This design comes from an exercise in tuning for small area and a short achievable clock period on the open sky130 flow, not from production work. Where RTL was checked, it was by simulation tests only, not by an equivalence proof against the original. Power and IR drop assume default switching activity.

Setup of xenon:
==> flow/design.v (excerpt) <==
module main(
    input CLK67MHZ,
    input sckPort,
    input mosiPort,
    input sselPort,
    input resetPort,
    output upPort,
    output downPort
    );
Size in the first run: ~2,100 cells after synthesis, roughly 7 I/O pins, about 19,000 µm² of cells after synthesis.
export LEC_CHECK = 0
export ABC_AREA = 1
export CAP_MARGIN = 20
export CORE_MARGIN = 2
export CORE_UTILIZATION = 65
export CTS_CLUSTER_DIAMETER = 120
export CTS_CLUSTER_SIZE = 24
export PLACE_DENSITY = 0.8
export SLEW_MARGIN = 20
export TNS_END_PERCENT = 30
create_clock -name core_clock -period 10.0 [get_ports {CLK67MHZ}]
standard.sh (not shown) runs the stock make flow with config.mk's settings and CLKGATE_MAP_FILE= SYNTH_SCRIPT=/design/flow/synth_recipe.tcl, a recipe that flattens the netlist after the stock synthesis.
==> flow/flow/run.sh <==
#!/bin/bash
set -euo pipefail
bash standard.sh SETUP_SLACK_MARGIN=7.0 finish > flow_standard.log 2>&1
### xenon -> lagoon
diff --git a/flow/config.mk b/flow/config.mk
--- a/flow/config.mk
+++ b/flow/config.mk
@@ -10,7 +10,6 @@
 export CORE_MARGIN = 2
-export CORE_UTILIZATION = 65
+export CORE_UTILIZATION = 40
 export CTS_CLUSTER_DIAMETER = 120
 export CTS_CLUSTER_SIZE = 24
-export PLACE_DENSITY = 0.8
 export SLEW_MARGIN = 20
-export TNS_END_PERCENT = 30
+export TNS_END_PERCENT = 50
Notes after the runs:
- lagoon reached the final stage; the timing, DRC and antenna checks on its layout passed.
- Delta (lagoon minus xenon): core footprint rose by 18,000 µm², routed via count fell by about 3.3%, design area rose by about 2.5%.
- First-iteration detailed-routing DRC count in lagoon is 36% lower than in xenon
- Standard cell with the maximum stage delay on the critical path = dfxtp_1: xenon; standard cell with the maximum stage delay on the critical path = buf_4: lagoon
- Delta (lagoon minus xenon): count of final hold-check violations saw little to no change, number of standard cells in the layout, taps in and fillers out went up 237.
### lagoon -> harbor
diff --git a/flow/config.mk b/flow/config.mk
--- a/flow/config.mk
+++ b/flow/config.mk
@@ -11,5 +11,5 @@
 export CORE_UTILIZATION = 40
-export CTS_CLUSTER_DIAMETER = 120
-export CTS_CLUSTER_SIZE = 24
+export CTS_CLUSTER_DIAMETER = 140
+export CTS_CLUSTER_SIZE = 28
 export SLEW_MARGIN = 20
-export TNS_END_PERCENT = 50
+export TNS_END_PERCENT = 30
### Flow results
lagoon -> harbor: non-clock buffer instance count of the final layout decreased by a few percent
Number of stages on the worst setup path: harbor vs lagoon down 5
Comparing harbor and lagoon, the lower clock network power consumption is on harbor.
Going from lagoon to harbor, fraction of area in multi-input gates grew by 0.18 points, placed cell area held steady, layout filler cell count grew by 0.76%.
lagoon and harbor ended up with roughly the same wire length.
[diff] setup slack, harbor relative to lagoon: improvement
In the reports for harbor and lagoon, the larger met2 capacity usage during global routing belongs to harbor.
Cell type of the slowest stage on the worst timing path = buf_4: lagoon; cell type of the slowest stage on the worst timing path = dfxtp_2: harbor
Final worst hold slack: lagoon vs harbor, no meaningful difference
## Diff of input files: tundra against harbor
diff --git a/flow/config.mk b/flow/config.mk
--- a/flow/config.mk
+++ b/flow/config.mk
@@ -11,5 +11,5 @@
 export CORE_UTILIZATION = 40
-export CTS_CLUSTER_DIAMETER = 140
-export CTS_CLUSTER_SIZE = 28
+export CTS_CLUSTER_DIAMETER = 120
+export CTS_CLUSTER_SIZE = 24
 export SLEW_MARGIN = 20
-export TNS_END_PERCENT = 30
+export TNS_END_PERCENT = 5
==> results.txt <==
- Compared to harbor, tundra has global-route met2 utilization 0.72 points lower.
- Non-clock buffer count was lower in tundra than in harbor.
- harbor and tundra ended up with roughly the same final cell area excluding filler cells.
- Between harbor and tundra, the fmax figures differ only marginally.
- Relative to harbor, internal portion of total power has gone up in tundra.


run A:
main, a different RTL version from the one above (not shown whole).
For scale: about 1900 cells after synthesis, roughly 350 flip-flops, roughly 7 I/O pins, ~0.019 mm2 of cells after synthesis.
clock: 10.0 ns
lec_check: 0
cap_margin: 20
core_margin: 2
core_utilization: 40
slew_margin: 20
==> flow/flow/run.sh <==
#!/bin/bash
set -euo pipefail
bash standard.sh SETUP_SLACK_MARGIN=6.6 finish > flow_standard.log 2>&1
Input changes introduced in run B (baseline for comparison: run A):
- CORE_UTILIZATION changed from 40 to 55
- PLACE_DENSITY newly set to 0.7
--- outcome ---
- The higher power came out of run A.
- Run B vs. run A: synthesis-to-finish area growth now sits lower; register share of total power now sits higher; summed instance area of the synthesized netlist now sits at about the same level.
- Run B vs run A on sequential share of layout area: run B is the higher one.
- Taking run A as the reference point, the worst slack after detailed placement of run B rises by 0.0078 ns.
- What run B reported for internal power has to be multiplied by 1.05 to get the figure for run A.
- Looking at depth of the critical timing path with buffers and inverters included, run B sits above run A.
- Diff run A -> run B | count of non-CTS buffers in the layout | down by a few percent
- From run A to run B, cts-stage hold buffer count did not move at all.
Edits applied to the flow inputs when going from run B to run C:
- an added ABC_AREA of 1
- a change of CORE_UTILIZATION from 55 to 40
- a deleted PLACE_DENSITY that had been 0.7
==> flow/flow/run.sh <==
#!/bin/bash
set -euo pipefail
bash standard.sh SETUP_SLACK_MARGIN=7.2 finish > flow_standard.log 2>&1
--- outcome ---
- Run C: flow completed, timing, DRC and antenna clean
- Delta (run C minus run B): part of the power in the clock network rose 3.6 points; number of filler instances in the final layout increased 1793; routability congestion estimate from global placement rose by 0.017.
- Going from run B to run C, core utilization now smaller, global-route usage now smaller, total power of the final layout now larger.


Another version of the RTL of main (not shown whole).
For scale: ~2200 cells after synthesis, roughly 350 flip-flops.
==> flow/config.mk <==
export PLATFORM = sky130hd
export DESIGN_NAME = main
export DESIGN_NICKNAME = main
export VERILOG_FILES = /design/flow/design.v
export SDC_FILE = /design/flow/constraint.sdc
export NUM_CORES = 4
export LEC_CHECK = 0
export ABC_AREA = 1
export CAP_MARGIN = 20
export CORE_MARGIN = 2
export CORE_UTILIZATION = 40
export CTS_CLUSTER_DIAMETER = 120
export CTS_CLUSTER_SIZE = 24
export SLEW_MARGIN = 20
export TNS_END_PERCENT = 20
==> flow/constraint.sdc <==
create_clock -name core_clock -period 10.0 [get_ports {CLK67MHZ}]
set_input_delay 2.0000 -clock core_clock [delete_from_list [all_inputs] [get_ports {CLK67MHZ}]]
set_output_delay 2.0000 -clock core_clock [all_outputs]
set_load 0.01 [all_outputs]
==> flow/flow/run.sh <==
#!/bin/bash
set -euo pipefail
bash standard.sh SETUP_SLACK_MARGIN=7.2 finish > flow_standard.log 2>&1
Next try:
- TNS_END_PERCENT: 20 -> 10
Result:
- routed wire length stays flat
- hold slack is about the same
- final cell count hardly moves
- clock power stays flat
- sequential share of layout area barely changes
- combinational power goes up by about 2%
Next try:
==> flow/flow/run.sh (replaced) <==
#!/bin/bash
set -euo pipefail
bash standard.sh SETUP_SLACK_MARGIN=7.0 finish > flow_standard.log 2>&1
- TNS_END_PERCENT: 10 -> 30
Result: Clock skew drops by 0.0046 ns; cell count drops by 0.82%; via count drops by 0.49%; maximum frequency drops by 0.47%; final area drops by 1.1%; die area is unchanged; synthesized cell count stays the same; hold slack is about the same.
Next try:
==> flow/run.sh (new file) <==
#!/bin/bash
# synth_recipe.tcl (not shown) runs the flow's synth.tcl, then flattens the netlist and writes it again
# the make line also repeats each setting of config.mk as NAME=value (left out here)
make -C /OpenROAD-flow-scripts/flow DESIGN_CONFIG=/design/flow/config.mk WORK_HOME=/design/flow/orfs CLKGATE_MAP_FILE= SYNTH_SCRIPT=/design/flow/synth_recipe.tcl finish
- SETUP_SLACK_MARGIN: not set -> 5
- TNS_END_PERCENT: 30 -> 10
removed: flow/flow/run.sh
removed: flow/standard.sh
- The changed run went through all stages and came out clean
- die area is unchanged
- worst setup slack got worse by 0.71 ns
- core utilization went down by 1.8 points
- final area goes down by about 4%
- power fell by 4.1%
- non-clock buffer count went down by 38


== run 1 ==
main again, from the RTL that the note above started with.
==> flow/config.mk <==
export PLATFORM = sky130hd
export DESIGN_NAME = main
export DESIGN_NICKNAME = main
export VERILOG_FILES = /design/flow/design.v
export SDC_FILE = /design/flow/constraint.sdc
export NUM_CORES = 4
export LEC_CHECK = 0
export ABC_AREA = 1
export CAP_MARGIN = 20
export CORE_MARGIN = 2
export CORE_UTILIZATION = 45
export CTS_CLUSTER_DIAMETER = 120
export CTS_CLUSTER_SIZE = 24
export SLEW_MARGIN = 20
export TNS_END_PERCENT = 10
==> flow/constraint.sdc <==
create_clock -name core_clock -period 10.0 [get_ports {CLK67MHZ}]
set_input_delay 2.0000 -clock core_clock [delete_from_list [all_inputs] [get_ports {CLK67MHZ}]]
set_output_delay 2.0000 -clock core_clock [all_outputs]
set_load 0.01 [all_outputs]
==> flow/flow/run.sh <==
#!/bin/bash
set -euo pipefail
bash standard.sh SETUP_SLACK_MARGIN=7.2 finish > flow_standard.log 2>&1
Edits applied to the flow inputs when going from run 1 to run 2:
# run 1
export LEC_CHECK = 0
export ABC_AREA = 1
export CAP_MARGIN = 20
export CORE_MARGIN = 2
export CORE_UTILIZATION = 45
export CTS_CLUSTER_DIAMETER = 120
export CTS_CLUSTER_SIZE = 24
export SLEW_MARGIN = 20
export TNS_END_PERCENT = 10
create_clock -name core_clock -period 10.0 [get_ports {CLK67MHZ}]
# run 2
export LEC_CHECK = 0
export ABC_AREA = 1
export CAP_MARGIN = 20
export CORE_MARGIN = 2
export CORE_UTILIZATION = 40
export CTS_CLUSTER_DIAMETER = 120
export CTS_CLUSTER_SIZE = 24
export SLEW_MARGIN = 20
create_clock -name core_clock -period 10.0 [get_ports {CLK67MHZ}]
Findings:
- Run 2 completed end to end with timing, DRC and antenna clean.
- The run showing the smaller wire length per cell is run 2.
- Changes observed in run 2 relative to run 1: cell area grew by 660 um2; routability-driven placement congestion ratio went down by about 0.9%; filler-free cell count of the finished design has increased.
- Taking run 1 as the reference, in run 2 routed wire length on met2 shows an increase of 4.6%; register share of the cell area shows a reduction of 1.1 points; count of clock-buffer cells in the layout shows a reduction of about 7%; routed wire length shows an increase of about 1.1%; fraction of power consumed by the clock network shows a reduction of 0.5 points.
- The higher worst hold slack after final layout of run 1 and run 2 is in run 2.
Modified inputs, run 3 compared to run 2
# run 2
export LEC_CHECK = 0
export ABC_AREA = 1
export CAP_MARGIN = 20
export CORE_MARGIN = 2
export CORE_UTILIZATION = 40
export CTS_CLUSTER_DIAMETER = 120
export CTS_CLUSTER_SIZE = 24
export SLEW_MARGIN = 20
create_clock -name core_clock -period 10.0 [get_ports {CLK67MHZ}]
# run 3
export LEC_CHECK = 0
export ABC_AREA = 1
export CAP_MARGIN = 20
export CORE_MARGIN = 2
export CORE_UTILIZATION = 40
export CTS_CLUSTER_DIAMETER = 120
export CTS_CLUSTER_SIZE = 24
export PLACE_DENSITY = 0.75
export SLEW_MARGIN = 20
export TNS_END_PERCENT = 5
create_clock -name core_clock -period 10.0 [get_ports {CLK67MHZ}]
==> flow/flow/run.sh <==
#!/bin/bash
set -euo pipefail
bash standard.sh SETUP_SLACK_MARGIN=7.0 finish > flow_standard.log 2>&1
Notes after the runs:
No stage failed in run 3, and the final checks on the layout all came back clean. The met2 demand-to-capacity share in global routing number comes out lower for run 3 vs run 2. On wire length: run 3 sits below run 2. Diff run 2 -> run 3: via count increased about 2.5%, sequential share of layout area moved up, global-route wire length before repair saw a decrease. Run 3 and run 2 ended up with roughly the same maximum number of pins on one net before global-route repair. Run 2 was larger in final cell area than run 3. Lower fraction of power consumed by the clock network among run 3 and run 2: run 2.
#### Input delta (run 4 over run 3)
# run 3
export LEC_CHECK = 0
export ABC_AREA = 1
export CAP_MARGIN = 20
export CORE_MARGIN = 2
export CORE_UTILIZATION = 40
export CTS_CLUSTER_DIAMETER = 120
export CTS_CLUSTER_SIZE = 24
export PLACE_DENSITY = 0.75
export SLEW_MARGIN = 20
export TNS_END_PERCENT = 5
create_clock -name core_clock -period 10.0 [get_ports {CLK67MHZ}]
# run 4
export LEC_CHECK = 0
export ABC_AREA = 1
export CAP_MARGIN = 20
export CORE_MARGIN = 2
export CORE_UTILIZATION = 40
export CTS_CLUSTER_DIAMETER = 120
export CTS_CLUSTER_SIZE = 24
export SLEW_MARGIN = 20
export TNS_END_PERCENT = 5
create_clock -name core_clock -period 10.0 [get_ports {CLK67MHZ}]
Results
- Per the comparison of run 4 with run 3, fmax neither gained nor lost much; relative area change from synthesis to final layout did not really move.
- Route | run 4 vs run 3 | wire longer in run 4
- Going from run 3 to run 4, clock group share of total power went up by 0.8 points; global-route usage went up by 0.42 points; clock network latency to the later pin of the worst-skew pair was more or less identical.
- Non-clock buffering overhead in the final layout: run 4 vs run 3, no meaningful difference
- | clock-cell share of area | run 3 vs run 4 | ≈ equal |
- Summary — final total power, run 4 relative to run 3: higher, by about 1.4%.
- Peak supply drop on run 4 is behind run 3.


main, a different RTL version from the one above (not shown whole).
Size in the first run: roughly 2200 cells after synthesis, ~350 flip-flops, roughly 19000 um^2 of cells after synthesis.
// main
module main(
    input CLK67MHZ,
    input sckPort,
    input mosiPort,
    input sselPort,
    input resetPort,
    output upPort,
    output downPort
    );
Settings: LEC_CHECK=0, ABC_AREA=1, CAP_MARGIN=20, CORE_MARGIN=2, CORE_UTILIZATION=40, CTS_CLUSTER_DIAMETER=150, CTS_CLUSTER_SIZE=30, SLEW_MARGIN=20; clock period 10.0 ns.
==> flow/flow/run.sh <==
#!/bin/bash
set -euo pipefail
bash standard.sh SETUP_SLACK_MARGIN=7.2 finish > flow_standard.log 2>&1
Then changed:
==> flow/flow/run.sh (replaced) <==
#!/bin/bash
set -euo pipefail
bash standard.sh SETUP_SLACK_MARGIN=6.6 finish > flow_standard.log 2>&1
--- a/flow/config.mk
+++ b/flow/config.mk
@@ -10,5 +10,3 @@
 export CORE_MARGIN = 2
 export CORE_UTILIZATION = 40
-export CTS_CLUSTER_DIAMETER = 150
-export CTS_CLUSTER_SIZE = 30
 export SLEW_MARGIN = 20
- final area shrinks by 0.87%
- worst setup slack is worse by 0.16 ns
- flip-flop and latch count stays the same
- clock power rose by 100%
- core utilization goes down by 0.40 points
- global-route usage climbs by 0.57 points
- register-to-register slack loses 0.37 ns
- wire length falls by 1.3%
Then changed:
==> flow/flow/run.sh (replaced) <==
#!/bin/bash
set -euo pipefail
bash standard.sh SETUP_SLACK_MARGIN=7.2 finish > flow_standard.log 2>&1
Maximum frequency increases by 4.3%.
Worst setup slack gets better by 0.13 ns.
First-iteration DRC count decreases by 4.9%.
Non-clock buffer count increases by 50.
No run of this note included a check of the RTL's function; only the layout flow was run.


main with an RTL version that a note above also has.
For scale: roughly 2100 cells after synthesis, about 350 flip-flops, ~7 I/O pins, about 0.019 mm² of cells after synthesis.
Settings: LEC_CHECK=0, ABC_AREA=1, CAP_MARGIN=20, CORE_MARGIN=2, CORE_UTILIZATION=40, CTS_CLUSTER_DIAMETER=120, CTS_CLUSTER_SIZE=24, SLEW_MARGIN=20, TNS_END_PERCENT=10; clock period 10.0 ns.
==> flow/flow/run.sh <==
#!/bin/bash
set -euo pipefail
bash standard.sh SETUP_SLACK_MARGIN=7.0 finish > flow_standard.log 2>&1
Edit:
==> flow/flow/run.sh (replaced) <==
#!/bin/bash
set -euo pipefail
bash standard.sh SETUP_SLACK_MARGIN=7.2 finish > flow_standard.log 2>&1
Clock power barely changes.
Synthesized area does not change.
Routed wire length climbs by 1.3%.
Combinational power went up by about 3%.
Critical path depth goes up by 6.
Worst setup slack is worse by 0.083 ns.
Power increases by 0.38%.
Design area increases by 0.71%.
Clock skew hardly moves.
Cell count came out higher by 0.51%.
Register-to-register slack loses 0.06 ns.
Edit:
==> flow/flow/run.sh (replaced) <==
#!/bin/bash
set -euo pipefail
bash standard.sh SETUP_SLACK_MARGIN=7.0 finish > flow_standard.log 2>&1
TNS_END_PERCENT = 30   (was 10)
Result: The changed run produced a clean layout; setup slack improves by 0.082 ns; critical path depth fell by 6; clock skew stays flat; worst hold slack is about the same; non-clock buffer count fell by 12.

static timing again, ports no longer ideal:
In the flow no input, the clock included, has a driving cell. The finished layouts below were timed again as built, in two steps.
Step 1, drivers: a clkbuf_16 drives CLK67MHZ and a buf_2 each remaining input, both assumed.
Step 2, shift: input delay + t, output delay - t, t = (earliest + latest rising clock arrival at the registers) / 2. This alone moves slack from input paths to output paths.
a / b / c = ideal ports / drivers / drivers and shift; a / b = the first two.
| run | t, ns | slack for setup (ns) | worst register clock-pin slew, ns | worst slew at a driven data input, ns | pins driven straight from the clock port |
|---|---|---|---|---|---|
| xenon | 0.570 | 6.948 / 6.899 / 6.488 | 0.10 / 0.10 | 0.03 | 1 |
| lagoon | 0.569 | 6.989 / 6.993 / 6.447 | 0.10 / 0.10 | 0.03 | 1 |
| harbor | 0.583 | 7.021 / 6.966 / 6.575 | 0.12 / 0.12 | 0.03 | 1 |
| tundra | 0.605 | 7.016 / 6.967 / 6.527 | 0.11 / 0.11 | 0.03 | 1 |
| run A | 0.605 | 6.399 / 6.399 / 5.902 | 0.06 / 0.06 | 0.06 | 1 |
| run B | 0.579 | 6.432 / 6.432 / 5.975 | 0.06 / 0.06 | 0.12 | 1 |
| run C | 0.627 | 6.996 / 6.937 / 6.705 | 0.06 / 0.06 | 0.03 | 1 |
| the first run of note 3 | 0.585 | 7.041 / 6.984 / 6.672 | 0.10 / 0.10 | 0.03 | 1 |
| the second run of note 3 | 0.585 | 7.038 / 6.982 / 6.579 | 0.10 / 0.10 | 0.03 | 1 |
| the third run of note 3 | 0.591 | 7.024 / 6.967 / 6.607 | 0.10 / 0.10 | 0.03 | 1 |
| the fourth run of note 3 | 0.583 | 6.314 / 6.314 / 6.310 | 0.10 / 0.10 | 0.03 | 1 |
| run 1 | 0.587 | 7.027 / 6.976 / 6.538 | 0.11 / 0.11 | 0.03 | 1 |
| run 2 | 0.588 | 7.023 / 6.968 / 6.608 | 0.11 / 0.11 | 0.03 | 1 |
| run 3 | 0.575 | 7.030 / 6.979 / 6.540 | 0.10 / 0.10 | 0.03 | 1 |
| run 4 | 0.592 | 7.023 / 6.966 / 6.510 | 0.11 / 0.11 | 0.03 | 1 |
| the first run of note 5 | 0.585 | 7.021 / 6.965 / 6.791 | 0.13 / 0.13 | 0.03 | 1 |
| the second run of note 5 | 0.616 | 6.863 / 6.805 / 6.353 | 0.07 / 0.07 | 0.03 | 1 |
| the third run of note 5 | 0.622 | 6.994 / 6.939 / 6.829 | 0.06 / 0.06 | 0.03 | 1 |
| the first run of note 6 | 0.605 | 7.025 / 6.969 / 6.550 | 0.11 / 0.11 | 0.03 | 1 |
| the second run of note 6 | 0.595 | 6.942 / 6.951 / 6.380 | 0.11 / 0.11 | 0.03 | 1 |
| the third run of note 6 | 0.605 | 7.024 / 6.967 / 6.563 | 0.11 / 0.11 | 0.03 | 1 |
After both steps setup and hold are still met in every run listed. For the second run of note 6, which loses most, drivers alone change the setup slack by +0.009 ns; drivers and shift together by -0.562 ns.
